What follows belongs to an exercise in optimizing a design on an open flow for small area, a short achievable clock period and few clock cycles per item; a production flow would make more cautious choices.
In this exercise RTL edits were held to simulation tests only and were not proved equivalent to the original.

// configurable_dnn_accelerator
module configurable_dnn_accelerator (
    input clk,
    input rst_n,
    input start,
    input load_params,
    input [7:0] param_data,
    input [3:0] param_addr,       
    input param_valid,
    input [7:0] input_data_0,
    input [7:0] input_data_1,
    input [7:0] input_data_2,
    input [7:0] input_data_3,
    output [15:0] output_data_0,
    output [15:0] output_data_1,
    output reg done,
    output reg valid,
    output reg params_loaded
);
    reg [7:0] p [0:27];
    reg       loading;
    reg [4:0] load_cnt;
    reg       bcarry;                  
    wire      shift = loading & param_valid;
    reg [7:0] kb;
    always @(*) begin
        case (load_cnt)
            5'd18: kb = 8'h04;
            5'd19: kb = 8'hfa;
            5'd20: kb = 8'h04;
            5'd21: kb = 8'hfa;
            5'd22: kb = 8'h04;
            5'd23: kb = 8'hfa;
            5'd24: kb = 8'h83;
            5'd25: kb = 8'h7b;
            5'd26: kb = 8'h83;
            5'd27: kb = 8'h7b;
            default: kb = 8'h00;
        endcase
    end
    wire       is_bias = (load_cnt >= 5'd18);
    wire [8:0] bsum = {1'b0, param_data} + {1'b0, kb} + {8'd0, bcarry & load_cnt[0]};
    wire [7:0] p_in = is_bias ? ~bsum[7:0] : param_data;
    integer i;
    always @(posedge clk) begin
        if (shift) begin
            for (i = 0; i < 27; i = i + 1) p[i] <= p[i+1];
            p[27] <= p_in;
            bcarry <= bsum[8];
        end
    end
  ...
Settings: LEC_CHECK=0, ABC_CLOCK_PERIOD_IN_PS=5000, CAP_MARGIN=20, CORE_MARGIN=2, CORE_UTILIZATION=40, SETUP_SLACK_MARGIN=2.0, SLEW_MARGIN=20, SYNTH_HIERARCHICAL=1; clock period 9.0 ns.
run.sh (not shown) runs the stock make flow with config.mk's settings and CLKGATE_MAP_FILE= SYNTH_SCRIPT=/design/flow/synth_recipe.tcl, a recipe that flattens the netlist after the stock synthesis.
Testbench counts at the start, summed over its fixed seeds: cycles 1,016, inferences 512.
Rerun with:
--- a/flow/config.mk
+++ b/flow/config.mk
@@ -6,9 +6,7 @@
 export NUM_CORES = 4
 export LEC_CHECK = 0
-export ABC_CLOCK_PERIOD_IN_PS = 5000
 export CAP_MARGIN = 20
 export CORE_MARGIN = 2
 export CORE_UTILIZATION = 40
-export SETUP_SLACK_MARGIN = 2.0
 export SLEW_MARGIN = 20
 export SYNTH_HIERARCHICAL = 1
=> Die area does not change. Hold slack gets better by 32 ps. Core utilization fell by 3.1 points. Design area fell by 6.6%. Synthesized cell count is unchanged. Wire length fell by 7.5%. Count of clock-buffer cells in the layout rose by 1. Flip-flop and latch count is unchanged.
Rerun with:
==> flow/flow/run.sh (new file) <==
#!/bin/bash
# Layout: the standard flow (standard.sh, unchanged synthesis, floorplan,
# power grid, placement, CTS and routing), with one change: the port buffers
# that global placement inserts are sky130_fd_sc_hd__buf_2 cells.  Left to
# itself buffer_ports picks clkdlybuf4s50_1, a delay cell, and the timing
# repair (footprint-matched on sky130hd) cannot swap it for a faster buffer.
# Every input and output port still gets its buffer.
set -euo pipefail
export BUFFER_PORTS_ARGS="-buffer_cell sky130_fd_sc_hd__buf_2"
bash standard.sh > standard.log 2>&1
==> flow/standard.sh (new file) <==
#!/bin/bash
# synth_recipe.tcl (not shown) runs the flow's synth.tcl, then flattens the netlist and writes it again
# the make line also repeats each setting of config.mk as NAME=value (left out here)
make -C /OpenROAD-flow-scripts/flow DESIGN_CONFIG=/design/flow/config.mk WORK_HOME=/design/flow/orfs CLKGATE_MAP_FILE= SYNTH_SCRIPT=/design/flow/synth_recipe.tcl "${@:-finish}"
--- a/flow/config.mk
+++ b/flow/config.mk
@@ -6,7 +6,9 @@
 export NUM_CORES = 4
 export LEC_CHECK = 0
+export ABC_CLOCK_PERIOD_IN_PS = 6000
 export CAP_MARGIN = 20
 export CORE_MARGIN = 2
 export CORE_UTILIZATION = 40
+export SETUP_SLACK_MARGIN = 1.0
 export SLEW_MARGIN = 20
 export SYNTH_HIERARCHICAL = 1
removed: flow/run.sh
Hold slack stays flat; die area is unchanged; non-clock buffer count came out higher by 3; flip-flop and latch count is unchanged; final cell count hardly moves.
Rerun with:
==> flow/flow/run.sh (replaced) <==
#!/bin/bash
# Layout: the standard flow (standard.sh, unchanged synthesis, floorplan,
# power grid, placement, CTS and routing), with one change: the port buffers
# that global placement inserts are sky130_fd_sc_hd__buf_4 cells.  Left to
# itself buffer_ports picks clkdlybuf4s50_1, a delay cell, and the timing
# repair (footprint-matched on sky130hd) cannot swap it for a faster buffer.
# Every input and output port still gets its buffer.
set -euo pipefail
export BUFFER_PORTS_ARGS="-buffer_cell sky130_fd_sc_hd__buf_4"
bash standard.sh > standard.log 2>&1
--- a/flow/config.mk
+++ b/flow/config.mk
@@ -9,6 +9,7 @@
 export CAP_MARGIN = 20
 export CORE_MARGIN = 2
-export CORE_UTILIZATION = 40
-export SETUP_SLACK_MARGIN = 1.0
+export CORE_UTILIZATION = 60
+export PLACE_DENSITY = 0.75
+export SETUP_SLACK_MARGIN = 1.5
 export SLEW_MARGIN = 20
 export SYNTH_HIERARCHICAL = 1
Die area is lower by about 33%.
Critical path depth fell by 1.
Routed wire length shrinks by about 0.7%.
Worst hold slack gets better by 13 ps.
Rerun with:
==> flow/run.sh (new file) <==
#!/bin/bash
# synth_recipe.tcl (not shown) runs the flow's synth.tcl, then flattens the netlist and writes it again
# the make line also repeats each setting of config.mk as NAME=value (left out here)
make -C /OpenROAD-flow-scripts/flow DESIGN_CONFIG=/design/flow/config.mk WORK_HOME=/design/flow/orfs CLKGATE_MAP_FILE= SYNTH_SCRIPT=/design/flow/synth_recipe.tcl finish
--- a/flow/config.mk
+++ b/flow/config.mk
@@ -9,7 +9,6 @@
 export CAP_MARGIN = 20
 export CORE_MARGIN = 2
-export CORE_UTILIZATION = 60
-export PLACE_DENSITY = 0.75
-export SETUP_SLACK_MARGIN = 1.5
+export CORE_UTILIZATION = 40
+export SETUP_SLACK_MARGIN = 1.0
 export SLEW_MARGIN = 20
 export SYNTH_HIERARCHICAL = 1
removed: flow/flow/run.sh
removed: flow/standard.sh
Cell area went up by 2.2%.
Global-route usage went down by 11 points.
Core utilization went down by 21 points.
Die area went up by 49%.

-- afterwards: timing with drivers on the ports --
The flow's constraints put no driver on any port. The routed layouts listed below were extracted and timed again, unchanged, in two steps. Step 1: set_driving_cell puts a clkbuf_16 on clk and a buf_2 on each other input, an assumption about the parent block. Step 2 also shifts input and output timing later by t, the mid clock arrival at the registers, as if the neighbouring blocks saw the same clock. Slacks: ideal / step 1 / step 2; pairs: ideal / step 1.
| run | t (ns) | setup WS [ns] | clock arrival spread, ns |
|---|---|---|---|
| the first run | 0.694 | 0.955 / 0.889 / 1.355 | 0.015 / 0.014 |
| the second run | 0.671 | 0.284 / 0.222 / 0.431 | 0.054 / 0.054 |
| the third run | 0.667 | 1.009 / 0.943 / 0.830 | 0.044 / 0.045 |
| the fourth run | 0.685 | 1.036 / 0.973 / 1.087 | 0.051 / 0.051 |
| the fifth run | 0.665 | 0.846 / 0.784 / 0.597 | 0.043 / 0.043 |
After both steps every run listed still meets setup and hold. The setup slack of the fifth run, which loses most, moves by -0.062 ns with the drivers and by -0.249 ns with both steps.
